Source: an optimization exercise on an open RTL-to-GDS flow (aim: a short achievable clock period and few clock cycles). Production flows keep margins and buffers that such runs may drop. Only simulation tests tie the RTL to the original design; equivalence was not proved. Power and IR drop assume default switching activity.

--- flow/design.v ---
module alu
(
  input                i_cin,
  input  [15:0]        i_op_a,
  input  [15:0]        i_op_b,
  output logic [15:0]  o_sum,
  output logic         o_z
);
  logic [16:0] s;
  assign s = {i_op_a, 1'b1} + {i_op_b, i_cin};
  assign o_sum = s[16:1];
  assign o_z = ((i_op_a ^ i_op_b) == {i_op_a[14:0] | i_op_b[14:0], i_cin});
endmodule
module regfile
(
  input clk,
  input reset,
  input i_write,
  input [2:0] i_addrw,
  input [15:0] i_data_in,
  output logic [7:0][15:0] o_regs
);
  always_ff @ (posedge clk, posedge reset) begin
    if (reset) o_regs <= '0;
    else if (i_write) o_regs[i_addrw] <= i_data_in;
  end
endmodule
module cpu
(
input clk,
input reset,
output [15:0] o_pc_addr,
output o_pc_rd,
input [15:0] i_pc_rddata,
input [15:0] i_ldst_rddata,
output [15:0] o_ldst_wrdata,
output [15:0] o_ldst_addr,
output o_ldst_rd,
output o_ldst_wr,
output [127:0] o_tb_regs
);
localparam int NB = 4;    
logic [7:0][15:0] rf;
logic [14:0] fa;          
logic [14:1] fa_hi;       
logic        fa0n;
assign fa = {fa_hi, ~fa0n};
logic [14:0] fa_o;        
logic [14:0] ras;         
logic        d_valid;
logic [14:0] d_pc, d_pc2;    
logic        d_pt;           
logic [14:0] d_ptgt;         
logic        x_valid;
logic        x_wait;      
logic        x_la, x_lb;  
logic [15:0] x_a, x_b;    
logic        x_sub;
logic [14:0] x_tgt;       
logic [14:0] x_pc, x_pc2;
logic        x_pt;
logic [14:0] x_ptgt;
logic        x_tok;       
logic        x_mov;       
logic        x_add;       
logic        x_mvhi, x_flags, x_ld, x_st;
logic        x_stx;       
logic        x_br, x_breg, x_jz, x_jn, x_jmp, x_call, x_ret;
logic        x_wr;
logic [2:0]  x_rd;
logic        w_wr, w_ld, w_call;
logic [2:0]  w_rd;
logic [15:0] w_res;
logic [14:0] w_pc2;
logic        p_rd, p_wr;
logic [15:0] p_addr, p_data;
logic        f_n, f_z;
logic [NB-1:0]       b_v, b_ret;
logic [NB-1:0][14:0] b_tag, b_tgt;
logic [1:0]          b_ptr;     
logic        u_v, u_ret;
logic [14:0] u_pc, u_tgt;
logic [NB-1:0] u2_we;
logic        u2_ret;
logic [14:0] u2_pc, u2_tgt;
logic [15:0] x_sum;
logic        x_z;
logic        x_go, x_take, x_mis;
logic [14:0] x_target, x_redir;
alu alu0 (.i_cin(x_sub), .i_op_a(x_a), .i_op_b(x_b), .o_sum(x_sum), .o_z(x_z));
assign x_go     = x_valid && !x_wait;
assign x_take   = x_br && (x_jmp || (x_jz && f_z) || (x_jn && f_n));
assign x_target = x_breg ? x_a[15:1] : x_tgt;
assign x_mis    = x_go && (x_take ? (!x_pt || (x_breg && !x_tok)) : x_pt);
assign x_redir  = x_take ? x_target : x_pc2;
assign o_ldst_addr   = p_addr;
assign o_ldst_wrdata = p_data;
assign o_ldst_rd     = p_rd;
assign o_ldst_wr     = p_wr;
logic [15:0] w_val;
assign w_val = w_ld ? i_ldst_rddata : (w_call ? {w_pc2, 1'b0} : w_res);
regfile rf0 (.clk(clk), .reset(reset), .i_write(w_wr), .i_addrw(w_rd),
             .i_data_in(w_val), .o_regs(rf));
assign o_tb_regs = rf;
assign o_pc_addr = {fa_o, 1'b0};
assign o_pc_rd   = 1'b1;
logic          b_hit;
logic [14:0]   b_pred;
always_comb begin
  b_hit = 1'b0;
  b_pred = 15'd0;
  for (int k = 0; k < NB; k++) begin
    if (b_v[k] && b_tag[k] == fa) begin
      b_hit = 1'b1;
      b_pred = b_pred | (b_ret[k] ? ras : b_tgt[k]);
    end
  end
end
logic [15:0] ir;
logic [3:0]  op;
logic        im;
logic [2:0]  rx, ry;
logic [14:0] tgt_imm;
logic        use_a, use_b;
logic        d_wr, d_sub, d_mvhi, d_call, d_ld, d_st;
logic        d_live, d_wait, d_redir, d_rj;
assign ir = i_pc_rddata;
assign op = ir[3:0];
assign im = ir[4];
assign rx = ir[7:5];
assign ry = ir[10:8];
assign d_mvhi = (op == 4'd6);
assign d_call = (op == 4'd12);
assign d_ld   = (op == 4'd4);
assign d_st   = (op == 4'd5);
assign d_sub  = (op == 4'd2) || (op == 4'd3);
assign tgt_imm = d_pc2 + {{4{ir[15]}}, ir[15:5]};
logic        xm, xl;
logic        hma, hmb, hca, hcb, hwa, hwb, la, lb;
logic [15:0] va, vb;
logic [15:0] ma;               
logic [15:0] cb;               
logic        kb;               
logic [15:0] na, nb;           
assign xm  = x_valid && x_wr && x_mov;
assign xl  = x_valid && x_wr && (x_ld || x_add);
assign hma = xm && (x_rd == rx);
assign hmb = xm && (x_rd == ry);
assign hca = x_valid && x_call && (rx == 3'd7);
assign hcb = x_valid && x_call && (ry == 3'd7);
assign la  = xl && (x_rd == rx);
assign lb  = xl && (x_rd == ry);
assign hwa = w_wr && (w_rd == rx);
assign hwb = w_wr && (w_rd == ry);
logic [15:0] rfa, rfb;
assign rfa = rf[rx];
assign rfb = rf[ry];
always_comb begin
  if (hma) va = x_a | x_b;
  else if (hca) va = {x_pc2, 1'b0};
  else if (hwa) va = w_val;
  else va = rfa;
  if (hmb) vb = x_a | x_b;
  else if (hcb) vb = {x_pc2, 1'b0};
  else if (hwb) vb = w_val;
  else vb = rfb;
end
assign ma = (op == 4'd0) ? 16'h0000 : (d_mvhi ? 16'h00ff : 16'hffff);
assign na = va & ma;
assign kb = im || d_call;
assign cb = d_call ? {d_pc2, 1'b0} : (d_mvhi ? {ir[15:8], 8'h00} : {{8{ir[15]}}, ir[15:8]});
assign nb = (kb ? cb : vb) ^ {16{d_sub}};
assign use_a = (op == 4'd1) || (op == 4'd2) || (op == 4'd3) || d_st || d_mvhi ||
               (op[3] && !im);
assign use_b = (!im && (op == 4'd0 || op == 4'd1 || op == 4'd2 || op == 4'd3)) ||
               d_ld || d_st;
assign d_wr  = (op == 4'd0) || (op == 4'd1) || (op == 4'd2) || d_ld ||
               d_mvhi || d_call;
logic st_now;
assign st_now = x_go && x_st && !x_stx;
assign d_live  = d_valid && !x_mis;
assign d_wait  = d_live && ((!d_st && ((use_a && la) || (use_b && lb))) || (d_ld && st_now));
logic d_stx;
assign d_stx   = d_live && d_st && !la && !lb && !st_now;
assign d_redir = d_live && !d_pt && im && ((op == 4'd8) || d_call);
logic n_eff, z_eff, d_cond, d_ctake, d_cr;
assign n_eff   = f_n;
assign z_eff   = f_z;
assign d_cond  = im && ((op == 4'd9) || (op == 4'd10));
assign d_ctake = (op == 4'd9) ? z_eff : n_eff;
logic d_cok, d_sp;
assign d_cok   = !(x_go && x_flags);
assign d_sp    = ir[15];
assign d_cr    = d_live && d_cond && (d_cok ? (d_ctake != d_pt) : (!d_pt && d_sp));
assign d_rj    = d_live && !d_pt && !im && ((op == 4'd8) || d_call) && !la;
logic        ovr;
logic [14:0] ovr_pc, fa_next;
always_comb begin
  ovr = x_mis || d_wait || d_redir || d_rj || d_cr;
  if (x_mis) ovr_pc = x_redir;
  else if (d_wait) ovr_pc = fa;
  else if (d_redir || (d_cond && !d_pt)) ovr_pc = tgt_imm;
  else if (d_cond) ovr_pc = d_pc2;
  else ovr_pc = va[15:1];
  if (ovr) fa_next = ovr_pc;
  else if (b_hit) fa_next = b_pred;
  else fa_next = fa + 15'd1;
end
logic [NB-1:0] u_hit;    
always_comb begin
  for (int k = 0; k < NB; k++) u_hit[k] = b_v[k] && (b_tag[k] == u_pc);
end
logic [15:0] wa, wb;
assign wa = x_la ? (x_mvhi ? {8'h00, w_val[7:0]} : w_val) : x_a;
assign wb = x_lb ? (w_val ^ {16{x_sub}}) : x_b;
always_ff @ (posedge clk, posedge reset) begin
  if (reset) begin
    fa_hi <= 14'd0;   
    fa0n <= 1'b0;
    fa_o <= 15'd1;
    ras <= 15'd0;
    d_valid <= 1'b0;
    d_pc <= 15'd0; d_pc2 <= 15'd0; d_pt <= 1'b0; d_ptgt <= 15'd0;
    x_valid <= 1'b0;
    x_wait <= 1'b0;
    x_la <= 1'b0; x_lb <= 1'b0;
    x_a <= 16'd0; x_b <= 16'd0; x_sub <= 1'b0;
    x_tgt <= 15'd0; x_pc <= 15'd0; x_pc2 <= 15'd0; x_pt <= 1'b0; x_ptgt <= 15'd0; x_tok <= 1'b0;
    x_mov <= 1'b0; x_add <= 1'b0; x_mvhi <= 1'b0; x_flags <= 1'b0; x_ld <= 1'b0; x_st <= 1'b0; x_stx <= 1'b0;
    x_br <= 1'b0; x_breg <= 1'b0; x_jz <= 1'b0; x_jn <= 1'b0; x_jmp <= 1'b0; x_call <= 1'b0;
    x_ret <= 1'b0;
    x_wr <= 1'b0; x_rd <= 3'd0;
    w_wr <= 1'b0; w_ld <= 1'b0; w_call <= 1'b0; w_rd <= 3'd0; w_res <= 16'd0; w_pc2 <= 15'd0;
    p_rd <= 1'b0; p_wr <= 1'b0; p_addr <= 16'd0; p_data <= 16'd0;
    f_n <= 1'b0; f_z <= 1'b0;
    b_v <= '0; b_ptr <= 2'd0;
    u_v <= 1'b0; u_ret <= 1'b0; u_pc <= 15'd0; u_tgt <= 15'd0;
    u2_we <= '0; u2_ret <= 1'b0; u2_pc <= 15'd0; u2_tgt <= 15'd0;
  end else begin
    fa_o    <= fa_next;
    if (!d_wait) begin
      fa_hi <= fa_next[14:1];
      fa0n  <= ~fa_next[0];
    end    
    d_valid <= !(x_mis || d_wait || d_redir || d_rj || d_cr);
    d_pc    <= fa;
    d_pc2   <= fa + 15'd1;
    d_pt    <= b_hit;
    d_ptgt  <= b_pred;
    if (d_valid && d_call) ras <= d_pc2;
    if (x_go && x_flags) begin
      f_n <= x_sum[15];
      f_z <= x_z;
    end
    u_v   <= x_go && x_take;
    u_ret <= x_ret;
    u_pc  <= x_pc;
    u_tgt <= x_target;
    for (int k = 0; k < NB; k++) u2_we[k] <= u_v && (u_hit[k] || (!(|u_hit) && b_ptr == k));
    u2_ret <= u_ret;
    u2_pc  <= u_pc;
    u2_tgt <= u_tgt;
    if (u_v && !(|u_hit)) b_ptr <= b_ptr + 1'b1;
    b_v <= b_v | u2_we;
    w_wr   <= x_go && x_wr;
    w_ld   <= x_ld;
    w_call <= x_call;
    w_rd   <= x_rd;
    w_res  <= x_sum;
    w_pc2  <= x_pc2;
    if (st_now) begin
      p_wr   <= 1'b1;
      p_rd   <= 1'b0;
      p_addr <= x_lb ? w_val : x_b;
      p_data <= x_la ? w_val : x_a;
    end else if (x_wait) begin
      p_wr   <= 1'b0;
      p_rd   <= x_ld;
      p_addr <= wb;
    end else if (d_stx) begin
      p_wr   <= 1'b1;
      p_rd   <= 1'b0;
      p_addr <= vb;
      p_data <= va;
    end else begin
      p_wr   <= 1'b0;
      p_rd   <= d_live && d_ld && !d_wait;
      p_addr <= vb;
    end
    if (x_wait) begin
      x_wait <= 1'b0;
      x_a    <= wa;
      x_b    <= wb;
      x_tok  <= (wa[15:1] == x_ptgt);
      x_la   <= 1'b0;
      x_lb   <= 1'b0;
    end else begin
      x_valid <= d_live;
      x_wait  <= d_wait;
      x_la    <= la && use_a;
      x_lb    <= lb && use_b;
      x_a     <= na;
      x_b     <= nb;
      x_sub   <= d_sub;
      x_tgt   <= tgt_imm;
      x_pc    <= d_pc;
      x_pc2   <= d_pc2;
      x_pt    <= d_cond ? (d_cok ? d_ctake : (d_pt || d_sp)) : (d_pt || d_redir || d_rj);
      x_ptgt  <= d_ptgt;
      x_tok   <= !d_pt || (va[15:1] == d_ptgt);
      x_mov   <= (op == 4'd0) || d_mvhi;
      x_add   <= (op == 4'd1) || (op == 4'd2);
      x_mvhi  <= d_mvhi;
      x_flags <= (op == 4'd1) || d_sub;
      x_ld    <= d_ld;
      x_st    <= d_st;
      x_stx   <= d_stx;
      x_br    <= op[3];
      x_breg  <= !im;
      x_jz    <= (op == 4'd9);
      x_jn    <= (op == 4'd10);
      x_jmp   <= (op == 4'd8) || d_call;
      x_call  <= d_call;
      x_ret   <= (op == 4'd8) && !im && (rx == 3'd7);
      x_wr    <= d_wr;
      x_rd    <= d_call ? 3'd7 : rx;
    end
  end
end
always_ff @ (posedge clk) begin
  for (int k = 0; k < NB; k++) begin
    if (u2_we[k]) begin
      b_tag[k] <= u2_pc;
      b_tgt[k] <= u2_tgt;
      b_ret[k] <= u2_ret;
    end
  end
end
endmodule
--- flow/run.sh ---
#!/bin/bash
# synth_recipe.tcl (not shown) runs the flow's synth.tcl, then flattens the netlist and writes it again
# the make line also repeats each setting of config.mk as NAME=value (left out here)
make -C /OpenROAD-flow-scripts/flow DESIGN_CONFIG=/design/flow/config.mk WORK_HOME=/design/flow/orfs CLKGATE_MAP_FILE= SYNTH_SCRIPT=/design/flow/synth_recipe.tcl finish
--- flow/config.mk ---
export PLATFORM = sky130hd
export DESIGN_NAME = cpu
export DESIGN_NICKNAME = cpu
export VERILOG_FILES = /design/flow/design.v
export SDC_FILE = /design/flow/constraint.sdc
export NUM_CORES = 4
export LEC_CHECK = 0
export CAP_MARGIN = 20
export CORE_MARGIN = 2
export CORE_UTILIZATION = 40
export PLACE_DENSITY = 0.6
export SETUP_SLACK_MARGIN = 3
export SLEW_MARGIN = 20
--- flow/constraint.sdc ---
create_clock -name core_clock -period 5.5 [get_ports {clk}]
set_input_delay 1.1000 -clock core_clock [delete_from_list [all_inputs] [get_ports {clk}]]
set_output_delay 1.1000 -clock core_clock [all_outputs]
set_load 0.01 [all_outputs]
==> results.py, run 1 <==
metrics = {
    "outcome": {
        "status": "no timing/DRC/antenna violations",
    },
    "placement": {
        "placement.io_buffers": 210,
        "routabilityCongestion": 0.9700,
        "dp.cells": 3684,
        "post-dp-hpwl_um": 83510,
    },
    "clock_network": {
        "hold_buffers": 0,
        "cts_tree": "built",
        "insertion_delay_ns": 0.64,
        "cts_max_path_buffers": 3,
        "numClockSinks": 607,
        "cts_root_buf": "clkbuf_16",
        "numCtsBuffers": 68,
        "cts_max_level": 3,
        "clk_pin_slew_ns": 0.06,
    },
    "layout": {
        "multiInputGateArea_sq_um": 15940,
        "fin_nets": 3110,
        "fillCellCount": 6303,
        "drive_above_1_share_pct": 32.59,
        "layout.cells.non_filler": 4054,
        "seqCellArea_sq_um": 15900,
        "fin_util_pct": 53.92,
        "areaGrowthSynthToFinish_pct": 33.80,
    },
    "detailed_routing": {
        "totalWireLength_um": 123200,
        "drtAntennaViolNets": 0,
        "drt-initial-drc-count": 2282,
        "post_drt_wl_per_cell_um": 30.40,
        "first_pass_iters": 6,
        "vias": 24733,
        "drc": 0,
        "vias_per_cell": 6.101,
    },
    "yosys": {
        "synth_cells": 2631,
        "avgSynthCellArea_sq_um": 11.60,
        "synth-main-ff-cell": "dfrtp_1",
        "synth_area_sq_um": 30510,
        "ys_warn_count": 2,
        "synth_common_cells": "dfrtp_1, nand2_1, xnor2_1",
        "ys_seq_area_share_pct": 51.83,
        "async_reset_ff_share_pct": 79.57,
        "yosysTopAreaCellShare_pct": 39.54,
        "synth_top_area_cell": "dfrtp_1",
        "yosys-top-cells-area": "dfrtp_1, edfxtp_1, xnor2_1",
        "syn_nets": 2721,
        "ys_types": 82,
        "synth-edff-count": 124,
        "yosysMostFrequentCell": "dfrtp_1",
        "synth_seq_cells": 607,
    },
    "global_route": {
        "antenna_found_initial": 2,
        "grt-ovfl-total": 0,
        "track_usage_pct": 30.82,
        "grt_max_degree": 145,
        "grt_pass1_vias": 24478,
        "grt_pass1_wl_um": 175000,
    },
    "sta": {
        "fin_hold_ws_ns": 0.3470,
        "max_freq_ghz": 0.3534,
        "rsz0062_at_grt": "yes",
        "finalCriticalPeriod_ns": 2.830,
        "slew_headroom_pct": 29.91,
        "worstMarginPinSlew_ns": 1.051,
        "fin_setup_tns_ns": 0,
        "timing.final.crit_share_pct": 51.45,
        "drv_slew": 0,
        "setup_viol": 0,
        "hold_viol_final": 0,
        "clock_skew_ns": 0.04212,
    },
    "floorplanning": {
        "die_w_um": 280.2,
        "die_h_um": 280.2,
        "initial_core_util_pct": 40.30,
        "row_count": 101,
        "coreArea_sq_um": 75700,
        "dieArea_sq_um": 78490,
        "ioPinCount": 213,
    },
    "setup_path": {
        "required_ns": 6.02,
        "crit_type": "reg2reg",
        "crit_path_end_kind": "register",
        "cp_cell_sequence": "buf_12 > xnor2_2 > nand4_1 > or4_4 > buf_12 > o22a_1 > o221ai_2 > a21oi_1 > a221oi_2",
        "cp.depth": 9,
        "path_buf_inv": 2,
        "cp-start-kind": "register",
        "max_stage_delay_ns": 0.59,
        "critPathMaxFanout": 15,
        "critPathSlowestCell": "or4_4",
        "worst_ep_arrival_time_ns": 3.35,
        "crit_family": "compound AO/OA/AOI/OAI gates",
        "cpMostUsedCell": "buf_12",
        "rr_worst_depth": 9,
    },
    "job": {
        "cap_violations": 0,
    },
    "power": {
        "sw_frac_of_total_pct": 39.63,
        "pwr-share-clk_pct": 21.9,
        "p_switching_mw": 8.863,
        "p_seq_share_pct": 36.7,
        "powerDensity_nw_per_um2": 547.9,
        "ir_worst_vdd_uv": 305.5,
        "leakage_nw": 17.32,
        "p_comb_share_pct": 41.4,
        "internal_power_mw": 13.50,
    },
    "hold_path": {
        "hold_depth": 0,
        "min_path_type": "reg2reg",
    },
}
-- flip-flops by register name (all words and copies together), names as in the netlist, 14 cells and up --
register and count:
d_pc2 15, x_b 16, b_tgt 60, w_pc2 15, x_tgt 15, ras 15, u_pc 15, fa_hi 14
rf0.o_regs 128, w_res 16, x_pc 15, fa_o 15, p_addr 16, x_a 16, x_pc2 15, d_pc 15
x_ptgt 15, b_tag 60, d_ptgt 15, u2_pc 15, p_data 16, u2_tgt 15, u_tgt 15
-- metrics by stage --
step | power [mW] | worst slack [ns] | area, sq um
floorplan | 11.95 | -2.146 | 31140
global placement | 15.70 | 1.042 | 33880
detailed placement | 15.83 | 1.068 | 33900
CTS | 21.62 | 2.765 | 39490
global route | 23.13 | 2.665 | 40820
finish | 22.37 | 2.670 | 40820
-- power groups by stage --
| stage | sequential, mW | clock (mW) | combinational, mW |
|---|---|---|---|
| 2_1_floorplan | 7.34 | 0 | 4.61 |
| 3_3_place_gp | 8.20 | 0 | 7.49 |
| 3_5_place_dp | 8.26 | 0 | 7.56 |
| 4_1_cts | 8.13 | 4.93 | 8.56 |
| 5_1_grt | 8.31 | 5.12 | 9.70 |
| 6_report | 8.21 | 4.89 | 9.26 |
-- cell type report --
class	instances	share of cell area, %
tap	978	2.998
inverter	56	0.5824
clock buffer	89	4.586
multi-input combinational	1780	39.06
sequential	607	38.94
timing repair buffer	507	12.53
clock inverter	36	1.294
antenna	1	0.006130
-- layer usage --
metal	up-vias	wire length, um	global-route usage (%)
met2	1347	57950	49.79
met4	0	7718	16.44
met3	339	9276	4.555
met1	12726	48280	40.15
li1	10321	-	-
met5	-	0	0
-- repair_timing --
item,4_1_cts,5_1_grt
buffers inserted,159,66
gates resized for setup,608,147
gates cloned,14,5
pin swaps,91,86
setup endpoints to repair,477,224
-- placed cells by master (no fill, tap or decap), types with 21 or more instances in the layout --
| cell | count |
|---|---|
| nor2_2 | 21 |
| buf_6 | 24 |
| inv_1 | 50 |
| dfrtp_1 | 425 |
| a22o_1 | 74 |
| buf_4 | 210 |
| nand4_1 | 48 |
| nand3_1 | 43 |
| a21oi_2 | 30 |
| clkbuf_16 | 73 |
| buf_12 | 41 |
| nand2_1 | 227 |
| o21ai_0 | 111 |
| dlygate4sd2_1 | 172 |
| edfxtp_1 | 124 |
| xor2_1 | 41 |
| mux2_2 | 99 |
| mux4_2 | 64 |
| mux2i_1 | 146 |
| xnor2_1 | 166 |
| ha_1 | 38 |
| a21oi_1 | 83 |
| nor2_1 | 90 |
| dfrtp_2 | 52 |
-- worst paths after layout --
path | end | startpoint | slack (ns)
setup / recovery | fa_o[3] | fa_hi[5] | 2.67
max in group asynchronous | rf0.o_regs[58] | reset | 3.23
min in group asynchronous | w_pc2[8] | reset | 0.99
setup reg to reg | fa_o[3] | fa_hi[5] | 2.67
hold / removal | u2_tgt[8] | u_tgt[8] | 0.35
hold reg to reg | u2_tgt[8] | u_tgt[8] | 0.35
-- logic make-up after synthesis --
kind of cell               after synthesis  synth area share, %
buffers and inverters                  249                3.544
muxes                                  352                14.69
adders and majority gates               56                2.346
other                                    2              0.02462
AOI/OAI and AO/OA                      548                12.01
and+or+nand+nor                        580                8.703
xor gates and xnor gates               237                6.853
DFF                                    607                51.83
Testbench counts, summed over its fixed seeds: cycles 117,485.
==> run 2, diff against run 1 <==
--- a/flow/config.mk
+++ b/flow/config.mk
@@ -9,5 +9,5 @@
 export CORE_MARGIN = 2
-export CORE_UTILIZATION = 40
-export PLACE_DENSITY = 0.6
-export SETUP_SLACK_MARGIN = 3
+export CORE_UTILIZATION = 35
+export PLACE_DENSITY = 0.55
+export SETUP_SLACK_MARGIN = 3.2
 export SLEW_MARGIN = 20
==> run 2 against run 1 <==
Compared with the run above:
- utilization shrank 5.5 points
- largest power group unchanged
- count of clock-buffer cells in the layout increased by 7
- die area rose by 14%
- highest routed layer unchanged
- setup slack better by 0.075 ns
- cell count up 7.3%
- via count grew 1.1%
- synthesized cell count did not move
- worst hold slack lost 0.00089 ns
- synthesized area did not move
==> results.py, run 2 <==
metrics = {
    "outcome": {
        "status": "no timing/DRC/antenna violations",
    },
    "yosys": {
        "avgSynthCellArea_sq_um": 11.60,
        "synth-edff-count": 124,
        "synth_common_cells": "dfrtp_1, nand2_1, xnor2_1",
        "ys_types": 82,
        "yosysTopAreaCellShare_pct": 39.54,
        "syn_nets": 2721,
        "synth_cells": 2631,
        "synth_seq_cells": 607,
        "yosysMostFrequentCell": "dfrtp_1",
        "synth_top_area_cell": "dfrtp_1",
        "synth-main-ff-cell": "dfrtp_1",
        "ys_seq_area_share_pct": 51.83,
        "async_reset_ff_share_pct": 79.57,
        "yosys-top-cells-area": "dfrtp_1, edfxtp_1, xnor2_1",
        "ys_warn_count": 2,
        "synth_area_sq_um": 30510,
    },
    "power": {
        "sw_frac_of_total_pct": 39.10,
        "internal_power_mw": 14.02,
        "p_seq_share_pct": 34.9,
        "p_comb_share_pct": 44.3,
        "ir_worst_vdd_uv": 299.8,
        "powerDensity_nw_per_um2": 548.9,
        "leakage_nw": 17.87,
        "p_switching_mw": 9.003,
        "pwr-share-clk_pct": 20.7,
    },
    "setup_path": {
        "crit_type": "in2reg",
        "required_ns": 6.00,
        "crit_path_end_kind": "register",
        "reg2reg_slack_ns": 2.81,
        "worst_ep_arrival_time_ns": 3.25,
        "critPathMaxFanout": 7,
        "cp-start-kind": "input pin",
    },
    "placement": {
        "placed_cell_area_sq_um": 34250,
        "placement.io_buffers": 210,
        "dp.cells": 3860,
        "post-dp-hpwl_um": 83680,
        "dp_slack_ns": 1.184,
        "routabilityCongestion": 0.9559,
    },
    "sta": {
        "timing.final.crit_share_pct": 50.08,
        "setup_viol": 0,
        "worstMarginPinSlew_ns": 1.126,
        "drv_slew": 0,
        "fin_hold_ws_ns": 0.3461,
        "fin_setup_tns_ns": 0,
        "timing.final.ws_setup_ns": 2.746,
        "slew_headroom_pct": 24.95,
        "rsz0062_at_grt": "yes",
        "finalCriticalPeriod_ns": 2.754,
        "clock_skew_ns": 0.04727,
        "max_freq_ghz": 0.3631,
        "hold_viol_final": 0,
    },
    "layout": {
        "final_area_sq_um": 41950,
        "largest_reg_flops": 128,
        "layout.cells.non_filler": 4350,
        "drive_above_1_share_pct": 41.34,
        "largest-register": "rf0.o_regs",
        "reg_top3": "rf0.o_regs: 128 flops, b_tag: 60 flops, b_tgt: 60 flops",
        "fin_nets": 3227,
        "mostFrequentLayoutCell": "dfrtp_1",
        "areaGrowthSynthToFinish_pct": 37.52,
        "mostFrequentLayoutCells": "dfrtp_1, buf_4, nand2_1",
    },
    "detailed_routing": {
        "vias_per_cell": 5.749,
        "totalWireLength_um": 127100,
        "drc": 0,
        "post_drt_wl_per_cell_um": 29.22,
        "drtAntennaViolNets": 0,
        "first_pass_iters": 5,
        "drt-initial-drc-count": 2222,
        "vias": 25010,
    },
    "clock_network": {
        "clk_pin_slew_ns": 0.06,
        "cts_max_path_buffers": 3,
        "cts_max_level": 3,
        "numClockSinks": 607,
        "cts_root_buf": "clkbuf_16",
        "cts_tree": "built",
        "insertion_delay_ns": 0.63,
        "numCtsBuffers": 70,
    },
    "floorplanning": {
        "ioPinCount": 213,
        "coreArea_sq_um": 86620,
        "dieArea_sq_um": 89540,
        "initial_core_util_pct": 35.22,
        "die_w_um": 299.2,
        "row_count": 108,
        "die_h_um": 299.2,
    },
    "global_route": {
        "track_usage_pct": 27.88,
        "grt-ovfl-total": 0,
        "grt_max_degree": 133,
        "grt_pass1_wl_um": 182200,
        "grt_pass1_vias": 25620,
        "antenna_found_initial": 2,
    },
    "job": {
        "cap_violations": 0,
    },
    "hold_path": {
        "min_path_type": "reg2reg",
    },
}
## run 2: per-layer routing
layer	vias up	part of all wire (%)	GRT usage [%]	wire [um]
met4	0	6.1	14.30	7763
met5	-	0	0	0
met3	338	6.9	4.791	8826
met2	1308	48	45.92	60540
met1	12784	39	35.34	49980
li1	10580	-	-	-
## run 2: worst paths after layout
check	startpoint	end	depth (start not counted)
max reg2reg	fa_hi[9]	fa_o[10]	8
max	i_pc_rddata[7]	fa_o[10]	11
max in group asynchronous	reset	u2_we[1]	3
min in group asynchronous	reset	w_pc2[0]	2
min reg2reg	u_tgt[2]	u2_tgt[2]	0
min	u_tgt[2]	u2_tgt[2]	0
## run 2: critical path: stages
cell and delay, ns:
buf_4 0.18, ha_4 0.28, nor2b_2 0.16, o31a_1 0.33, buf_4 0.16, o21ai_4 0.17
o21ai_4 0.08, a21oi_2 0.19, xnor2_2 0.15, o21ai_2 0.13, a221oi_2 0.31
## run 2: cell type report
type | instances | area (sq um)
sequential | 607 | 15900
multi-input combinational | 1778 | 16140
clock buffer | 96 | 1963
fill | 7666 | 44670
clock inverter | 30 | 361.6
antenna | 4 | 10.01
timing repair buffer | 624 | 5892
inverter | 56 | 239.0
tap | 1155 | 1445
## run 2: cell families (layout without fill, tap and decap cells)
family          Yosys count  after routing  share of synthesized area [%]
other cells               2              6                        0.02462
fa+ha+maj                56             56                          2.346
simple gates            580            582                          8.703
flops                   607            607                          51.83
xor+xnor                237            237                          6.853
mux                     352            352                          14.69
compound gates          548            549                          12.01
buf+inv                 249            806                          3.544
## run 2: timing repair
item,in CTS,in global routing
setup endpoints to repair,482,277
setup buffers,292,45
resized for setup,1264,132
hold buffers,0,0
cloned,20,3
pin swaps,122,88
## run 2: power groups by stage
stage	clock network, mW	registers [mW]	logic, mW
2_1_floorplan	0	7.34	4.64
3_3_place_gp	0	8.18	7.53
3_5_place_dp	0	8.23	7.59
4_1_cts	4.84	7.99	9.54
5_1_grt	5.02	8.16	10.8
6_report	4.77	8.05	10.2
## run 2: stage by stage
step / total power, mW / util (%)
floorplan: 11.98 / -
CTS: 22.36 / 47.20
global route: 23.94 / 48.42
global placement: 15.71 / 39.53
finish: 23.03 / 48.43
detailed placement: 15.82 / 39.54
==> run 3, diff against run 2 <==
--- a/flow/config.mk
+++ b/flow/config.mk
@@ -9,4 +9,4 @@
 export CORE_MARGIN = 2
-export CORE_UTILIZATION = 35
-export PLACE_DENSITY = 0.55
+export CORE_UTILIZATION = 45
+export PLACE_DENSITY = 0.7
 export SETUP_SLACK_MARGIN = 3.2
==> run 3 against run 2 <==
Compared with the run above:
- still clean
- synthesized area did not move
- register-to-register slack got worse by 0.08 ns
- non-clock buffer count rose by 46
- count of clock-buffer cells in the layout fell by 7
- maximum frequency fell by 1.6%
- largest cell class unchanged
- largest power group unchanged
==> results.py, run 3 <==
metrics = {
    "layout": {
        "largest_reg_flops": 128,
        "seqCellArea_sq_um": 15890,
        "areaGrowthSynthToFinish_pct": 37.64,
        "multiInputGateArea_sq_um": 16250,
        "mostFrequentLayoutCell": "dfrtp_1",
        "final_area_sq_um": 41990,
        "drive_above_1_share_pct": 42.27,
        "largest-register": "rf0.o_regs",
        "fin_nets": 3275,
        "fillCellCount": 4906,
        "fin_util_pct": 62.52,
        "layout.cells.non_filler": 4116,
        "mostFrequentLayoutCells": "dfrtp_1, buf_4, nand2_1",
        "reg_top3": "rf0.o_regs: 128 flops, b_tag: 60 flops, b_tgt: 60 flops",
    },
    "setup_path": {
        "required_ns": 6.02,
        "max_stage_delay_ns": 0.54,
        "worst_ep_arrival_time_ns": 3.32,
        "critPathMaxFanout": 5,
        "reg2reg_slack_ns": 2.73,
        "cp_cell_sequence": "buf_16 > buf_16 > mux4_2 > mux2i_4 > mux2i_4 > o21ai_4 > buf_4 > o211ai_1 > o211ai_1 > o211ai_1 > a22o_1",
        "crit_type": "in2reg",
        "critPathSlowestCell": "mux4_2",
        "cpMostUsedCell": "o211ai_1",
        "crit_path_end_kind": "register",
        "cp-start-kind": "input pin",
    },
    "placement": {
        "placement.io_buffers": 210,
        "dp_slack_ns": 1.008,
        "routabilityCongestion": 1.021,
        "post-dp-hpwl_um": 80630,
        "dp.cells": 3575,
        "placed_cell_area_sq_um": 33820,
    },
    "sta": {
        "hold_viol_final": 0,
        "slew_headroom_pct": 27.42,
        "timing.final.ws_setup_ns": 2.700,
        "clock_skew_ns": 0.04978,
        "fin_setup_tns_ns": 0,
        "timing.final.crit_share_pct": 50.91,
        "drv_slew": 0,
        "finalCriticalPeriod_ns": 2.800,
        "fin_hold_ws_ns": 0.3452,
        "max_freq_ghz": 0.3571,
        "setup_viol": 0,
        "rsz0062_at_grt": "yes",
        "worstMarginPinSlew_ns": 1.089,
    },
    "clock_network": {
        "cts_tree": "built",
        "cts_root_buf": "clkbuf_16",
        "cts_max_path_buffers": 3,
        "insertion_delay_ns": 0.65,
        "numClockSinks": 607,
        "numCtsBuffers": 67,
        "hold_buffers": 0,
        "clk_pin_slew_ns": 0.06,
        "cts_max_level": 3,
    },
    "floorplanning": {
        "coreArea_sq_um": 67160,
        "die_h_um": 264.4,
        "ioPinCount": 213,
        "row_count": 95,
        "dieArea_sq_um": 69890,
        "initial_core_util_pct": 45.43,
        "die_w_um": 264.4,
    },
    "global_route": {
        "grt-busiest-layer": "met2",
        "antenna_found_initial": 4,
        "grt_pass1_vias": 25970,
        "track_usage_pct": 35.13,
        "grt_max_degree": 123,
        "met3_usage_pct": 7.199,
        "globalRouteMet2Util_pct": 55.83,
        "grt-ovfl-total": 0,
        "grt.met1_usage_pct": 43.98,
        "grt_pass1_wl_um": 179400,
    },
    "yosys": {
        "avgSynthCellArea_sq_um": 11.60,
        "yosysTopAreaCellShare_pct": 39.54,
        "syn_nets": 2721,
        "yosys-top-cells-area": "dfrtp_1, edfxtp_1, xnor2_1",
        "synth_area_sq_um": 30510,
        "ys_types": 82,
        "synth_common_cells": "dfrtp_1, nand2_1, xnor2_1",
        "synth-edff-count": 124,
        "synth-main-ff-cell": "dfrtp_1",
        "async_reset_ff_share_pct": 79.57,
        "synth_seq_cells": 607,
        "ys_warn_count": 2,
        "ys_seq_area_share_pct": 51.83,
        "synth_top_area_cell": "dfrtp_1",
        "yosysMostFrequentCell": "dfrtp_1",
        "synth_cells": 2631,
    },
    "outcome": {
        "status": "no timing/DRC/antenna violations",
    },
    "detailed_routing": {
        "totalWireLength_um": 127200,
        "vias_per_cell": 6.347,
        "vias": 26123,
        "drtAntennaViolNets": 0,
        "first_pass_iters": 6,
        "drc": 0,
        "post_drt_wl_per_cell_um": 30.91,
        "drt-initial-drc-count": 3187,
    },
    "power": {
        "power_mw": 22.99,
        "ir_worst_vdd_uv": 368.6,
        "leakage_nw": 18.06,
        "powerDensity_nw_per_um2": 547.4,
    },
    "job": {
        "cap_violations": 0,
    },
    "hold_path": {
        "min_path_type": "reg2reg",
    },
}
## run 3: layout make-up
type                            count  area share (%)
Inverter                           56          0.5393
Timing Repair inverter              1         0.01192
Clock buffer                       89           4.502
Tap cell                          873           2.601
Multi-Input combinational cell   1782           38.71
Clock inverter                     34          0.9535
Sequential cell                   607           37.84
Timing Repair Buffer              670           14.82
Antenna cell                        4         0.02384
## run 3: cell families after synthesis
kind of cell,synth area share (%)
other,0.02462
and+or+nand+nor,8.703
buffers and inverters,3.544
adders and majority gates,2.346
DFF,51.83
xor gates and xnor gates,6.853
muxes,14.69
AOI/OAI and AO/OA,12.01
## run 3: path summary, 6_finish.rpt
kind                                start         to  cells after the start
setup / recovery           i_pc_rddata[5]   fa_hi[6]                     11
hold / removal                   u_tgt[4]  u2_tgt[4]                      0
setup reg to reg                d_pc2[10]  fa_hi[14]                     10
hold reg to reg                  u_tgt[4]  u2_tgt[4]                      0
max in group asynchronous           reset     x_wait                      4
min in group asynchronous           reset     ras[1]                      3
## run 3: timing repair
action / CTS / global route
gates cloned: 24 / 7
hold endpoints to repair: 0 / 0
pin swaps: 104 / 109
endpoints found under the setup margin: 486 / 394
resized for setup: 1192 / 195
setup buffers: 288 / 95
## run 3: metal layers
layer / part of all wire [%] / wire length, um / vias to the layer above
met5: 0.0079 / 10 / -
met4: 8.2 / 10420 / 2
met3: 9.3 / 11870 / 547
met2: 46 / 58380 / 1843
met1: 37 / 46530 / 13037
li1: - / - / 10694
## run 3: power by group
part           switching (mW)  internal [mW]  total (mW)
Sequential               1.91           6.20        8.11
Combinational            5.28           4.92        10.2
Clock                    2.05           2.63        4.67
## run 3: critical path, delay by kind of cell
family                 cells  cell delay [ns]
AO/OA/AOI/OAI              5             0.93
multiplexers               3             0.84
buffers and inverters      3             0.43
==> run 4, diff against run 3 <==
--- a/flow/config.mk
+++ b/flow/config.mk
@@ -9,4 +9,4 @@
 export CORE_MARGIN = 2
-export CORE_UTILIZATION = 45
-export PLACE_DENSITY = 0.7
+export CORE_UTILIZATION = 30
+export PLACE_DENSITY = 0.5
 export SETUP_SLACK_MARGIN = 3.2
==> run 4 against run 3 <==
Compared with the run above:
- still clean on timing, DRC and antenna
- via count down 5.6%
- cell count up 10%
- design area up 0.66%
- sequential share of layout area down 0.19 points
- synthesized area unchanged
- critical path depth up 1
- die area up 49%
- maximum frequency up 3.3%
- critical endpoint is now x_tok
==> results.py, run 4 <==
metrics = {
    "power": {
        "p_comb_share_pct": 44.0,
        "pwr-share-clk_pct": 21.2,
        "p_switching_mw": 9.048,
        "powerDensity_nw_per_um2": 546.4,
        "ir_worst_vdd_uv": 319.6,
        "p_seq_share_pct": 34.8,
        "power_mw": 23.09,
        "leakage_nw": 17.81,
        "sw_frac_of_total_pct": 39.18,
        "internal_power_mw": 14.05,
    },
    "setup_path": {
        "rr_worst_depth": 10,
        "critPathMaxFanout": 12,
        "crit_path_start": "i_pc_rddata[5]",
        "reg2reg_slack_ns": 2.86,
        "cp-start-kind": "input pin",
        "crit_path_end_kind": "register",
        "worst_ep_arrival_time_ns": 3.25,
        "required_ns": 6.04,
        "r2r_start": "x_valid",
        "r2r_end": "x_tok",
        "crit_type": "in2reg",
        "crit_path_end": "x_tok",
    },
    "floorplanning": {
        "row_count": 116,
        "die_w_um": 322.9,
        "coreArea_sq_um": 100400,
        "initial_core_util_pct": 30.37,
        "dieArea_sq_um": 104300,
        "die_h_um": 322.9,
        "ioPinCount": 213,
    },
    "layout": {
        "largest-register": "rf0.o_regs",
        "mostFrequentLayoutCells": "dfrtp_1, buf_4, nand2_1",
        "drive_above_1_share_pct": 40.75,
        "largest_reg_flops": 128,
        "mostFrequentLayoutCell": "dfrtp_1",
        "areaGrowthSynthToFinish_pct": 38.54,
        "fin_nets": 3221,
        "fillCellCount": 9513,
        "reg_top3": "rf0.o_regs: 128 flops, b_tag: 60 flops, b_tgt: 60 flops",
        "layout.cells.non_filler": 4548,
    },
    "yosys": {
        "yosysMostFrequentCell": "dfrtp_1",
        "synth_top_area_cell": "dfrtp_1",
        "avgSynthCellArea_sq_um": 11.60,
        "synth_area_sq_um": 30510,
        "synth_common_cells": "dfrtp_1, nand2_1, xnor2_1",
        "synth_cells": 2631,
        "async_reset_ff_share_pct": 79.57,
        "ys_seq_area_share_pct": 51.83,
        "synth-edff-count": 124,
        "synth-main-ff-cell": "dfrtp_1",
        "synth_seq_cells": 607,
        "yosysTopAreaCellShare_pct": 39.54,
        "yosys-top-cells-area": "dfrtp_1, edfxtp_1, xnor2_1",
        "ys_warn_count": 2,
        "ys_types": 82,
        "syn_nets": 2721,
    },
    "clock_network": {
        "numCtsBuffers": 73,
        "cts_root_buf": "clkbuf_16",
        "clk_pin_slew_ns": 0.06,
        "cts_max_path_buffers": 3,
        "insertion_delay_ns": 0.67,
        "cts_max_level": 3,
        "cts_tree": "built",
        "numClockSinks": 607,
    },
    "detailed_routing": {
        "first_pass_iters": 7,
        "totalWireLength_um": 128800,
        "vias_per_cell": 5.423,
        "drc": 0,
        "vias": 24662,
        "post_drt_wl_per_cell_um": 28.33,
        "drtAntennaViolNets": 0,
        "drt-initial-drc-count": 2292,
    },
    "sta": {
        "fin_hold_ws_ns": 0.3476,
        "drv_slew": 0,
        "max_freq_ghz": 0.3688,
        "slew_headroom_pct": 25.34,
        "hold_viol_final": 0,
        "clock_skew_ns": 0.04192,
        "rsz0062_at_grt": "yes",
        "worstMarginPinSlew_ns": 1.120,
        "setup_viol": 0,
        "finalCriticalPeriod_ns": 2.712,
        "timing.final.crit_share_pct": 49.30,
    },
    "global_route": {
        "antenna_found_initial": 7,
        "grt_pass1_vias": 25257,
        "grt_pass1_wl_um": 183700,
        "grt-ovfl-total": 0,
        "track_usage_pct": 24.24,
        "grt_max_degree": 134,
    },
    "placement": {
        "post-dp-hpwl_um": 85990,
        "placement.io_buffers": 210,
        "dp.cells": 4070,
        "routabilityCongestion": 0.9364,
    },
    "job": {
        "cap_violations": 0,
    },
    "outcome": {
        "status": "no timing/DRC/antenna violations",
    },
    "hold_path": {
        "min_path_type": "reg2reg",
    },
}
[run 4: cell types whose count changed in the layout (fill, tap and decap cells not counted), sizes merged, moves of 3 or more]
cell,delta
buf,-58
clkbuf,+7
clkinv,+5
or4,-4
diode,-3
[run 4: power groups by stage]
stage	logic, mW	registers [mW]	clock network (mW)
3_3_place_gp	7.55	8.21	0
4_1_cts	9.36	8.01	4.97
6_report	10.2	8.03	4.90
2_1_floorplan	4.64	7.34	0
5_1_grt	10.7	8.16	5.19
3_5_place_dp	7.59	8.25	0
[run 4: layout make-up]
class                   count  area [sq um]  share of cell area (%)
diodes                      1         2.502                0.005921
multi-input cells        1780         15960                   37.76
inverters                  56         236.5                  0.5595
well taps                1357          1698                   4.017
clock inverters            37         426.7                   1.009
repair inverters            1         5.005                 0.01184
flip-flops and latches    607         15920                   37.66
clock buffers              97          1988                   4.704
repair buffers            612          6035                   14.28
[run 4: cells by family (layout without fill, tap and decap cells)]
family / after synthesis / in the layout / share of synthesized area, %
multiplexers: 352 / 352 / 14.69
buffers and inverters: 249 / 803 / 3.544
AO/OA/AOI/OAI: 548 / 550 / 12.01
flip-flops: 607 / 607 / 51.83
adder cells (fa/ha/maj): 56 / 56 / 2.346
XOR/XNOR: 237 / 237 / 6.853
other: 2 / 3 / 0.02462
AND/OR/NAND/NOR: 580 / 583 / 8.703
[run 4: routing by layer]
layer  up-vias  global-route usage (%)  wire (um)
li1      10572                       -          -
met1     12679                   30.85      52240
met2      1096                   40.03      60780
met3       311                   3.944       7791
met4         4                   11.98       7991
met5         -                       0         29
[run 4: worst max-delay path: stages]
cell	delay (ns)
buf_16	0.13
buf_12	0.15
xnor2_4	0.15
nand4_1	0.09
buf_6	0.16
buf_4	0.18
clkbuf_16	0.19
nor2_1	0.07
o21ai_2	0.30
xor2_1	0.34
nand4_1	0.15
o31ai_1	0.22
[run 4: worst min-delay path by stage]
stage	startpoint	end	depth (start not counted)
final	u_tgt[6]	u2_tgt[6]	0
after global routing	u_tgt[8]	u2_tgt[8]	0
after CTS	u_tgt[8]	u2_tgt[8]	0
after detailed placement	u_tgt[8]	u2_tgt[8]	0
after global placement	u_tgt[14]	u2_tgt[14]	0
after floorplan	u_ret	u2_ret	0
[run 4: repair_timing]
| item | CTS | global route |
|---|---|---|
| pin swaps | 91 | 81 |
| gates resized for setup | 1259 | 149 |
| setup endpoints to repair | 545 | 452 |
| gates cloned | 14 | 6 |
| hold buffers | 0 | 0 |
| buffers inserted | 251 | 72 |
[run 4: stage by stage]
| step | cell area, sq um | utilization, % | TNS, ns | worst slack [ns] |
|---|---|---|---|---|
| 2_1_floorplan | 31280 | - | -1034.64 | -2.146 |
| 3_3_place_gp | 34500 | 34.35 | 0 | 1.195 |
| 3_5_place_dp | 34510 | 34.36 | 0 | 1.166 |
| 6_report | 42270 | 42.08 | 0 | 2.788 |
| 5_1_grt | 42270 | 42.08 | 0 | 2.741 |
| 4_1_cts | 40800 | 40.63 | 0 | 2.871 |
==> run 5, diff against run 4 <==
--- a/flow/config.mk
+++ b/flow/config.mk
@@ -11,3 +11,3 @@
 export PLACE_DENSITY = 0.5
-export SETUP_SLACK_MARGIN = 3.2
+export SETUP_SLACK_MARGIN = 3.0
 export SLEW_MARGIN = 20
==> run 5 against run 4 <==
Compared with the run above:
- still clean on timing, DRC and antenna
- count of clock-buffer cells in the layout is 4 higher
- synthesized area unchanged
- sequential share of layout area increased by 0.42 points
- combinational power fell by 6%
- cell count is 0.64% lower
- maximum frequency down 1.2%
- utilization fell by 0.45 points
- design area decreased by 1.1%
- total power decreased by 1.4%
- first-iteration DRC count up 2.7%
- worst hold slack worse by 0.00071 ns
- global-route usage shrank 0.26 points
- largest power group unchanged
==> results.py, run 5 <==
metrics = {
    "clock_network": {
        "hold_buffers": 0,
        "cts_root_buf": "clkbuf_16",
        "insertion_delay_ns": 0.68,
        "cts_tree": "built",
        "numClockSinks": 607,
        "cts_max_level": 3,
        "numCtsBuffers": 73,
        "clk_pin_slew_ns": 0.07,
        "cts_max_path_buffers": 3,
    },
    "layout": {
        "fin_nets": 3193,
        "areaGrowthSynthToFinish_pct": 37.07,
        "fin_util_pct": 41.63,
        "largest-register": "rf0.o_regs",
        "final_area_sq_um": 41820,
        "mostFrequentLayoutCells": "dfrtp_1, buf_4, nand2_1",
        "reg_top3": "rf0.o_regs: 128 flops, b_tag: 60 flops, b_tgt: 60 flops",
        "drive_above_1_share_pct": 34.23,
        "mostFrequentLayoutCell": "dfrtp_1",
        "largest_reg_flops": 128,
    },
    "floorplanning": {
        "row_count": 116,
        "die_w_um": 322.9,
        "die_h_um": 322.9,
        "ioPinCount": 213,
        "initial_core_util_pct": 30.37,
        "coreArea_sq_um": 100400,
        "dieArea_sq_um": 104300,
    },
    "yosys": {
        "yosysMostFrequentCell": "dfrtp_1",
        "ys_warn_count": 2,
        "ys_types": 82,
        "synth_seq_cells": 607,
        "synth_cells": 2631,
        "yosysTopAreaCellShare_pct": 39.54,
        "synth-main-ff-cell": "dfrtp_1",
        "synth_top_area_cell": "dfrtp_1",
        "async_reset_ff_share_pct": 79.57,
        "yosys-top-cells-area": "dfrtp_1, edfxtp_1, xnor2_1",
        "synth_area_sq_um": 30510,
        "ys_seq_area_share_pct": 51.83,
        "synth-edff-count": 124,
        "syn_nets": 2721,
        "avgSynthCellArea_sq_um": 11.60,
        "synth_common_cells": "dfrtp_1, nand2_1, xnor2_1",
    },
    "setup_path": {
        "max_stage_delay_ns": 0.42,
        "crit_type": "in2reg",
        "required_ns": 6.04,
        "critPathMaxFanout": 6,
        "cp-start-kind": "input pin",
        "crit_path_end_kind": "register",
        "worst_ep_arrival_time_ns": 3.28,
        "critPathSlowestCell": "fa_2",
        "cp_cell_sequence": "buf_16 > ha_4 > inv_2 > fa_2 > nor2b_4 > o31a_1 > buf_6 > o211ai_1 > a31oi_1 > xor2_1 > nand3_1 > a31oi_4 > a211oi_2",
    },
    "detailed_routing": {
        "drt-initial-drc-count": 2354,
        "vias_per_cell": 5.408,
        "drc": 0,
        "vias": 24437,
        "first_pass_iters": 5,
        "totalWireLength_um": 128600,
        "post_drt_wl_per_cell_um": 28.45,
        "drtAntennaViolNets": 0,
    },
    "placement": {
        "post-dp-hpwl_um": 84650,
        "placement.io_buffers": 210,
        "routabilityCongestion": 0.9387,
        "placed_cell_area_sq_um": 34430,
    },
    "sta": {
        "setup_viol": 0,
        "rsz0062_at_grt": "yes",
        "hold_viol_final": 0,
        "drv_slew": 0,
        "fin_setup_tns_ns": 0,
        "clock_skew_ns": 0.03486,
        "slew_headroom_pct": 26.31,
        "finalCriticalPeriod_ns": 2.744,
        "timing.final.crit_share_pct": 49.89,
        "max_freq_ghz": 0.3644,
        "worstMarginPinSlew_ns": 1.105,
    },
    "power": {
        "pwr-share-clk_pct": 22.8,
        "p_seq_share_pct": 35.2,
        "sw_frac_of_total_pct": 38.71,
        "power_mw": 22.77,
        "leakage_nw": 17.69,
        "p_comb_share_pct": 41.9,
        "ir_worst_vdd_uv": 336.5,
        "p_switching_mw": 8.814,
        "internal_power_mw": 13.96,
        "powerDensity_nw_per_um2": 544.6,
    },
    "global_route": {
        "grt-ovfl-total": 0,
        "grt_pass1_wl_um": 180100,
        "grt_max_degree": 167,
        "grt_pass1_vias": 24920,
        "antenna_found_initial": 4,
        "track_usage_pct": 23.98,
    },
    "job": {
        "cap_violations": 0,
    },
    "hold_path": {
        "min_path_type": "reg2reg",
    },
    "outcome": {
        "status": "no timing/DRC/antenna violations",
    },
}
run 5: cell counts after synthesis:
No cell type changed its count.
run 5: final cells by class:
cell class | instances | area (sq um)
well taps | 1357 | 1698
clock inverters | 32 | 529.3
repair buffers | 586 | 5782
diodes | 1 | 2.502
inverters | 56 | 237.7
clock buffers | 101 | 2082
flip-flops and latches | 607 | 15920
fillers | 9463 | 58620
multi-input cells | 1779 | 15560
run 5: cell families (layout without fill, tap and decap cells):
kind of cell | Yosys count | after routing | share of synthesized area [%]
AOI/OAI and AO/OA | 548 | 548 | 12.01
xor gates and xnor gates | 237 | 237 | 6.853
adders and majority gates | 56 | 56 | 2.346
buffers and inverters | 249 | 775 | 3.544
DFF | 607 | 607 | 51.83
muxes | 352 | 352 | 14.69
other | 2 | 3 | 0.02462
and+or+nand+nor | 580 | 584 | 8.703
run 5: repair_timing:
item                       4_1_cts  5_1_grt
gates resized for setup        646      193
setup endpoints to repair      480      239
buffers inserted               215       82
cloned                          11        7
pin swaps                       72       87
run 5: per-stage QoR:
stage,hold WS [ns],instances,setup WS (ns)
after floorplan,0.3312,2631,-2.146
after global placement,0.3339,4069,1.169
after detailed placement,0.3347,4069,1.134
after CTS,0.3484,4428,2.792
after global routing,0.3530,4518,2.649
final,0.3469,4519,2.756
run 5: worst paths after layout:
| path | startpoint | end | slack (ns) | cells after the start |
|---|---|---|---|---|
| max | i_pc_rddata[5] | fa_hi[14] | 2.76 | 13 |
| min | u_tgt[1] | u2_tgt[1] | 0.35 | 0 |
| max reg2reg | fa_hi[4] | fa_o[13] | 2.79 | 9 |
| min reg2reg | u_tgt[1] | u2_tgt[1] | 0.35 | 0 |
| max in group asynchronous | reset | rf0.o_regs[7] | 3.22 | 3 |
| min in group asynchronous | reset | ras[4] | 0.88 | 2 |
run 5: worst max-delay path: cells and delay by family:
kind            cells  cell delay (ns)
compound gates      5             0.77
fa+ha+maj           2             0.58
simple gates        2             0.30
buf+inv             3             0.28
xor+xnor            1             0.25
run 5: routing by layer:
layer,up-vias,GRT usage (%),share of wire (%),routed length (um)
met2,1105,39.68,47,61040
met1,12515,30.90,41,52470
met5,-,0,0.042,54
li1,10505,-,-,-
met4,8,10.15,5.2,6649
met3,304,4.245,6.5,8339
run 5: power by group through the flow:
stage / Sequential (mW) / Clock, mW / Combinational, mW
2_1_floorplan: 7.34 / 0 / 4.61
3_3_place_gp: 8.19 / 0 / 7.46
3_5_place_dp: 8.23 / 0 / 7.50
4_1_cts: 8.00 / 5.28 / 8.82
5_1_grt: 8.16 / 5.46 / 10.1
6_report: 8.03 / 5.20 / 9.55
==> run 6, diff against run 5 <==
--- a/flow/config.mk
+++ b/flow/config.mk
@@ -9,5 +9,5 @@
 export CORE_MARGIN = 2
-export CORE_UTILIZATION = 30
-export PLACE_DENSITY = 0.5
-export SETUP_SLACK_MARGIN = 3.0
+export CORE_UTILIZATION = 35
+export PLACE_DENSITY = 0.55
+export SETUP_SLACK_MARGIN = 3.6
 export SLEW_MARGIN = 20
==> run 6 against run 5 <==
Compared with the run above:
- still clean on timing, DRC and antenna
- global-route usage increased by 5.0 points
- maximum frequency decreased by 5.1%
- sequential power increased by 1%
- critical path type unchanged
- critical endpoint is now fa_hi[13]
- largest cell class is now multi-input combinational cells
- highest routed layer unchanged
==> results.py, run 6 <==
metrics = {
    "setup_path": {
        "critPathMaxFanout": 7,
        "cp-start-kind": "input pin",
        "critPathSlowestCell": "or4b_4",
        "required_ns": 6.01,
        "crit_path_end_kind": "register",
        "worst_ep_arrival_time_ns": 3.40,
        "rr_worst_depth": 9,
        "cp_cell_sequence": "buf_12 > buf_12 > ha_4 > buf_4 > a211oi_4 > o21ai_2 > nor3b_4 > o21ai_2 > or4b_4 > o2111a_1 > o211ai_1 > a22oi_1",
        "max_stage_delay_ns": 0.49,
        "crit_type": "in2reg",
    },
    "power": {
        "internal_power_mw": 14.47,
        "p_seq_share_pct": 33.8,
        "ir_worst_vdd_uv": 326.7,
        "powerDensity_nw_per_um2": 544.1,
        "p_comb_share_pct": 45.6,
        "sw_frac_of_total_pct": 39.89,
        "pwr-share-clk_pct": 20.6,
        "leakage_nw": 18.85,
        "p_switching_mw": 9.603,
    },
    "yosys": {
        "yosysTopAreaCellShare_pct": 39.54,
        "synth_common_cells": "dfrtp_1, nand2_1, xnor2_1",
        "synth_area_sq_um": 30510,
        "synth_seq_cells": 607,
        "yosys-top-cells-area": "dfrtp_1, edfxtp_1, xnor2_1",
        "synth_top_area_cell": "dfrtp_1",
        "avgSynthCellArea_sq_um": 11.60,
        "syn_nets": 2721,
        "synth-edff-count": 124,
        "async_reset_ff_share_pct": 79.57,
        "yosysMostFrequentCell": "dfrtp_1",
        "ys_types": 82,
        "ys_seq_area_share_pct": 51.83,
        "ys_warn_count": 2,
        "synth-main-ff-cell": "dfrtp_1",
        "synth_cells": 2631,
    },
    "clock_network": {
        "insertion_delay_ns": 0.66,
        "cts_tree": "built",
        "clk_pin_slew_ns": 0.06,
        "cts_root_buf": "clkbuf_16",
        "cts_max_level": 3,
        "numClockSinks": 607,
        "cts_max_path_buffers": 3,
        "numCtsBuffers": 72,
    },
    "floorplanning": {
        "die_h_um": 299.2,
        "ioPinCount": 213,
        "row_count": 108,
        "initial_core_util_pct": 35.22,
        "die_w_um": 299.2,
        "coreArea_sq_um": 86620,
        "dieArea_sq_um": 89540,
    },
    "job": {
        "cap_violations": 0,
    },
    "sta": {
        "drv_slew": 0,
        "rsz0062_at_grt": "yes",
        "clock_skew_ns": 0.03026,
        "timing.final.crit_share_pct": 52.59,
        "worstMarginPinSlew_ns": 1.076,
        "slew_headroom_pct": 28.23,
        "finalCriticalPeriod_ns": 2.892,
        "fin_hold_ws_ns": 0.3451,
        "setup_viol": 0,
        "timing.final.ws_setup_ns": 2.608,
        "max_freq_ghz": 0.3457,
        "hold_viol_final": 0,
    },
    "layout": {
        "areaGrowthSynthToFinish_pct": 45.03,
        "mostFrequentLayoutCell": "dfrtp_1",
        "drive_above_1_share_pct": 46.95,
        "mostFrequentLayoutCells": "dfrtp_1, buf_4, nand2_1",
        "fin_util_pct": 51.08,
        "largest_reg_flops": 128,
        "fin_nets": 3330,
        "largest-register": "rf0.o_regs",
        "reg_top3": "rf0.o_regs: 128 flops, b_tag: 60 flops, b_tgt: 60 flops",
        "antenna_cells": 0,
    },
    "hold_path": {
        "min_path_type": "reg2reg",
        "hold_depth": 0,
    },
    "placement": {
        "routabilityCongestion": 0.9673,
        "post-dp-hpwl_um": 85230,
        "dp_slack_ns": 1.209,
        "placement.io_buffers": 210,
    },
    "global_route": {
        "antenna_found_initial": 1,
        "grt-ovfl-total": 0,
        "grt_max_degree": 92,
        "track_usage_pct": 29.02,
        "grt_pass1_wl_um": 188200,
        "grt_pass1_vias": 25923,
    },
    "detailed_routing": {
        "first_pass_iters": 6,
        "drc": 0,
        "drt-initial-drc-count": 2821,
        "vias": 26043,
        "vias_per_cell": 5.847,
        "post_drt_wl_per_cell_um": 30.40,
        "drtAntennaViolNets": 0,
        "totalWireLength_um": 135400,
    },
    "outcome": {
        "status": "no timing/DRC/antenna violations",
    },
}
==> run 6: cell types whose count changed in the layout (fill, tap and decap cells not counted), moves of 28 or more <==
| cell | before | now |
|---|---|---|
| buf_2 | 14 | 110 |
| dlygate4sd2_1 | 102 | 1 |
| o21ai_1 | 21 | 49 |
| o21ai_0 | 113 | 38 |
| buf_4 | 279 | 333 |
| o21ai_2 | 15 | 57 |
| buf_6 | 39 | 158 |
| clkdlybuf4s15_1 | 53 | 0 |
==> run 6: layout make-up <==
cell class / count / area, sq um
multi-input combinational: 1783 / 17020
fill: 7353 / 42370
timing repair inverter: 1 / 5.005
clock buffer: 97 / 1986
clock inverter: 36 / 452.9
inverter: 56 / 231.5
tap: 1155 / 1445
timing repair buffer: 719 / 7197
sequential: 607 / 15910
==> run 6: logic make-up after synthesis <==
logic type | after synthesis | synth area share (%)
other cells | 2 | 0.02462
fa+ha+maj | 56 | 2.346
simple gates | 580 | 8.703
flops | 607 | 51.83
compound gates | 548 | 12.01
mux | 352 | 14.69
buf+inv | 249 | 3.544
xor+xnor | 237 | 6.853
==> run 6: worst max-delay path: cells and delay by family <==
kind | cells | cell delay (ns)
adder cells (fa/ha/maj) | 1 | 0.16
AND/OR/NAND/NOR | 2 | 0.66
AO/OA/AOI/OAI | 6 | 1.10
buffers and inverters | 3 | 0.39
==> run 6: metal layers <==
metal / global-route usage (%) / vias to the layer above / wire, um
li1: - / 10823 / -
met1: 36.80 / 13344 / 51820
met2: 47.67 / 1473 / 63810
met3: 4.479 / 401 / 10270
met4: 16.00 / 2 / 9478
met5: 0 / - / 12
==> run 6: repair_timing <==
| action | 4_1_cts | 5_1_grt |
|---|---|---|
| setup endpoints to repair | 973 | 545 |
| gates cloned | 28 | 6 |
| pin swaps | 196 | 168 |
| hold buffers | 0 | 0 |
| resized for setup | 1394 | 299 |
| buffers inserted | 324 | 101 |
==> run 6: final timing paths <==
check	start	to	slack, ns
max	i_pc_rddata[5]	fa_hi[13]	2.61
min	u_tgt[4]	u2_tgt[4]	0.35
max reg2reg	w_call	x_tok	2.67
min reg2reg	u_tgt[4]	u2_tgt[4]	0.35
max in group asynchronous	reset	x_rd[1]	3.73
min in group asynchronous	reset	x_tgt[12]	1.16
==> run 6: power by group through the flow <==
| stage | combinational, mW | sequential [mW] | clock [mW] |
|---|---|---|---|
| after floorplan | 4.66 | 7.34 | 0 |
| after global placement | 7.60 | 8.24 | 0 |
| after detailed placement | 7.65 | 8.29 | 0 |
| after CTS | 9.85 | 8.03 | 5.00 |
| after global routing | 11.5 | 8.21 | 5.19 |
| final | 11.0 | 8.13 | 4.95 |
==> run 6: stage by stage <==
stage | instances | instance area (sq um) | TNS, ns | total power [mW]
global route | 4454 | 44240 | 0 | 24.86
finish | 4454 | 44240 | 0 | 24.07
CTS | 4347 | 42160 | 0 | 22.88
floorplan | 2631 | 31420 | -1034.64 | 12.00
detailed placement | 3862 | 34300 | 0 | 15.94
global placement | 3861 | 34290 | 0 | 15.84
==> run 7, diff against run 6 <==
--- a/flow/config.mk
+++ b/flow/config.mk
@@ -9,5 +9,5 @@
 export CORE_MARGIN = 2
-export CORE_UTILIZATION = 35
-export PLACE_DENSITY = 0.55
-export SETUP_SLACK_MARGIN = 3.6
+export CORE_UTILIZATION = 25
+export PLACE_DENSITY = 0.45
+export SETUP_SLACK_MARGIN = 3.2
 export SLEW_MARGIN = 20
==> run 7 against run 6 <==
Compared with the run above:
- highest routed layer unchanged
- largest power group unchanged
- synthesized cell count is the same
- total power down 3.5%
- still clean
- sequential power barely moved
- register-to-register slack improved by 0.10 ns
- sequential share of layout area increased by 1.3 points
- die area is 39% higher
- global-route usage shrank 8.8 points
- sequential cell count unchanged
- worst hold slack got worse by 0.0027 ns
- via count fell by 7.4%
- critical path type unchanged
==> results.py, run 7 <==
metrics = {
    "outcome": {
        "status": "no timing/DRC/antenna violations",
    },
    "layout": {
        "largest_reg_flops": 128,
        "drive_above_1_share_pct": 41.57,
        "fillCellCount": 12050,
        "largest-register": "rf0.o_regs",
        "mostFrequentLayoutCell": "dfrtp_1",
        "mostFrequentLayoutCells": "dfrtp_1, buf_4, nand2_1",
        "fin_nets": 3240,
        "layout.cells.non_filler": 4834,
        "final_area_sq_um": 42710,
        "areaGrowthSynthToFinish_pct": 40.00,
        "fin_util_pct": 35.18,
        "reg_top3": "rf0.o_regs: 128 flops, b_tag: 60 flops, b_tgt: 60 flops",
    },
    "yosys": {
        "yosys-top-cells-area": "dfrtp_1, edfxtp_1, xnor2_1",
        "ys_types": 82,
        "synth_cells": 2631,
        "synth_compound_area_share_pct": 12.01,
        "synth_top_family_by_area": "multiplexers",
        "ys_seq_area_share_pct": 51.83,
        "yosysMostFrequentCell": "dfrtp_1",
        "avgSynthCellArea_sq_um": 11.60,
        "synth_area_sq_um": 30510,
        "synth_top_area_cell": "dfrtp_1",
        "synthMuxAreaShare_pct": 14.69,
        "yosys.area_share.simple_pct": 8.703,
        "synth_common_cells": "dfrtp_1, nand2_1, xnor2_1",
        "syn_nets": 2721,
        "synth-main-ff-cell": "dfrtp_1",
        "synth_fa_ha_area_share_pct": 2.346,
        "synth-edff-count": 124,
        "synth_xor_area_share_pct": 6.853,
        "synth_seq_cells": 607,
        "yosysTopAreaCellShare_pct": 39.54,
        "ys_warn_count": 2,
        "async_reset_ff_share_pct": 79.57,
    },
    "clock_network": {
        "numClockSinks": 607,
        "clk_pin_slew_ns": 0.06,
        "cts_max_path_buffers": 3,
        "cts_root_buf": "clkbuf_16",
        "cts_max_level": 3,
        "numCtsBuffers": 72,
        "cts_tree": "built",
        "insertion_delay_ns": 0.65,
    },
    "placement": {
        "routabilityCongestion": 0.8951,
        "dp.cells": 4345,
        "post-dp-hpwl_um": 87610,
        "placement.io_buffers": 210,
        "placed_cell_area_sq_um": 34910,
    },
    "sta": {
        "timing.final.crit_share_pct": 51.66,
        "max_freq_ghz": 0.3520,
        "worstMarginPinSlew_ns": 1.097,
        "slew_headroom_pct": 26.86,
        "finalCriticalPeriod_ns": 2.841,
        "setup_viol": 0,
        "clock_skew_ns": 0.04107,
        "drv_slew": 0,
        "hold_viol_final": 0,
        "rsz0062_at_grt": "yes",
    },
    "global_route": {
        "grt-ovfl-total": 0,
        "grt_pass1_wl_um": 183700,
        "grt.met1_usage_pct": 26.81,
        "grt_pass1_vias": 24411,
        "track_usage_pct": 20.18,
        "grt_max_degree": 97,
        "globalRouteMet2Util_pct": 33.82,
        "grt-busiest-layer": "met2",
        "met3_usage_pct": 3.008,
        "antenna_found_initial": 3,
    },
    "power": {
        "p_comb_share_pct": 43.5,
        "pwr-share-clk_pct": 21.6,
        "internal_power_mw": 14.20,
        "p_switching_mw": 9.034,
        "ir_worst_vdd_uv": 254.2,
        "sw_frac_of_total_pct": 38.88,
        "powerDensity_nw_per_um2": 544.1,
        "leakage_nw": 17.94,
        "p_seq_share_pct": 34.9,
    },
    "job": {
        "cap_violations": 0,
    },
    "floorplanning": {
        "die_h_um": 353.3,
        "coreArea_sq_um": 121400,
        "dieArea_sq_um": 124800,
        "row_count": 128,
        "ioPinCount": 213,
        "initial_core_util_pct": 25.13,
        "die_w_um": 353.3,
    },
    "detailed_routing": {
        "drtAntennaViolNets": 0,
        "post_drt_wl_per_cell_um": 26.79,
        "drc": 0,
        "vias_per_cell": 4.987,
        "first_pass_iters": 6,
        "vias": 24109,
        "totalWireLength_um": 129500,
        "drt-initial-drc-count": 1747,
    },
    "setup_path": {
        "r2r_end": "fa_o[10]",
        "crit_path_end_kind": "register",
        "cp-start-kind": "input pin",
        "crit_type": "in2reg",
        "critPathMaxFanout": 6,
        "reg2reg_slack_ns": 2.77,
        "r2r_start": "d_pc2[0]",
        "required_ns": 6.06,
        "worst_ep_arrival_time_ns": 3.40,
        "rr_worst_depth": 14,
    },
    "hold_path": {
        "min_path_type": "reg2reg",
        "worstHoldStart": "u_tgt[10]",
        "hold_depth": 0,
        "min_to": "u2_tgt[10]",
    },
}
## run 7: worst max path at each step
stage                               from         to  cells past startpoint
after floorplan                    reset   b_ptr[0]                      1
after global placement    i_pc_rddata[3]    fa_o[0]                      9
after detailed placement  i_pc_rddata[3]    fa_o[0]                      9
after CTS                            f_z  p_data[2]                     11
after global routing      i_pc_rddata[5]   fa_o[14]                     13
final                     i_pc_rddata[5]      x_tok                     13
## run 7: critical path: stages
cell	delay [ns]
buf_16	0.12
buf_4	0.14
buf_12	0.13
buf_12	0.12
buf_16	0.14
buf_12	0.12
mux4_2	0.42
nand2_1	0.12
nand3_2	0.10
a31oi_4	0.32
xor2_1	0.18
nand4_1	0.13
o31ai_2	0.25
## run 7: metal layers
layer / wire, um / vias to the layer above
li1: - / 10607
met2: 62760 / 748
met5: 29 / -
met1: 56150 / 12552
met3: 6327 / 198
met4: 4238 / 4
## run 7: area by class of cell
| type | instances | area, sq um | share of cell area [%] |
|---|---|---|---|
| clock inverters | 30 | 379.1 | 0.8877 |
| diodes | 2 | 5.005 | 0.01172 |
| multi-input cells | 1777 | 15970 | 37.40 |
| flip-flops and latches | 607 | 15920 | 37.27 |
| inverters | 56 | 229.0 | 0.5361 |
| repair buffers | 636 | 6077 | 14.23 |
| clock buffers | 101 | 2095 | 4.904 |
| well taps | 1625 | 2033 | 4.761 |
## run 7: power groups by stage
stage | Clock (mW) | Combinational, mW | Sequential (mW)
CTS | 5.13 | 9.39 | 8.07
global route | 5.31 | 10.7 | 8.24
detailed placement | 0 | 7.65 | 8.27
floorplan | 0 | 4.64 | 7.34
finish | 5.03 | 10.1 | 8.11
global placement | 0 | 7.66 | 8.29
## run 7: cells by family (layout without fill, tap and decap cells)
| group | after synthesis | in the layout |
|---|---|---|
| other | 2 | 4 |
| muxes | 352 | 352 |
| adders and majority gates | 56 | 56 |
| AOI/OAI and AO/OA | 548 | 549 |
| and+or+nand+nor | 580 | 581 |
| DFF | 607 | 607 |
| xor gates and xnor gates | 237 | 237 |
| buffers and inverters | 249 | 823 |
## run 7: through the flow
step | setup TNS, ns | setup WS (ns) | hold WS (ns) | power [mW]
2_1_floorplan | -1034.64 | -2.146 | 0.3312 | 11.98
3_3_place_gp | 0 | 1.069 | 0.3325 | 15.94
3_5_place_dp | 0 | 1.037 | 0.3347 | 15.91
4_1_cts | 0 | 2.793 | 0.3446 | 22.60
5_1_grt | 0 | 2.591 | 0.3484 | 24.27
6_report | 0 | 2.659 | 0.3423 | 23.24
## run 7: timing repair
item	in CTS	in global routing
endpoints found under the hold margin	0	0
buffers inserted	273	65
endpoints found under the setup margin	479	374
hold buffers	0	0
gates resized for setup	1253	175
pin swaps	104	111
gates cloned	11	5

Check on run 7: ideal ports give 2.659 ns setup slack; a clkbuf_16 on the clock port and buf_2 on the inputs give 2.633 ns; moving port delays by the midpoint clock arrival (0.702 ns) as well gives 1.931 ns.
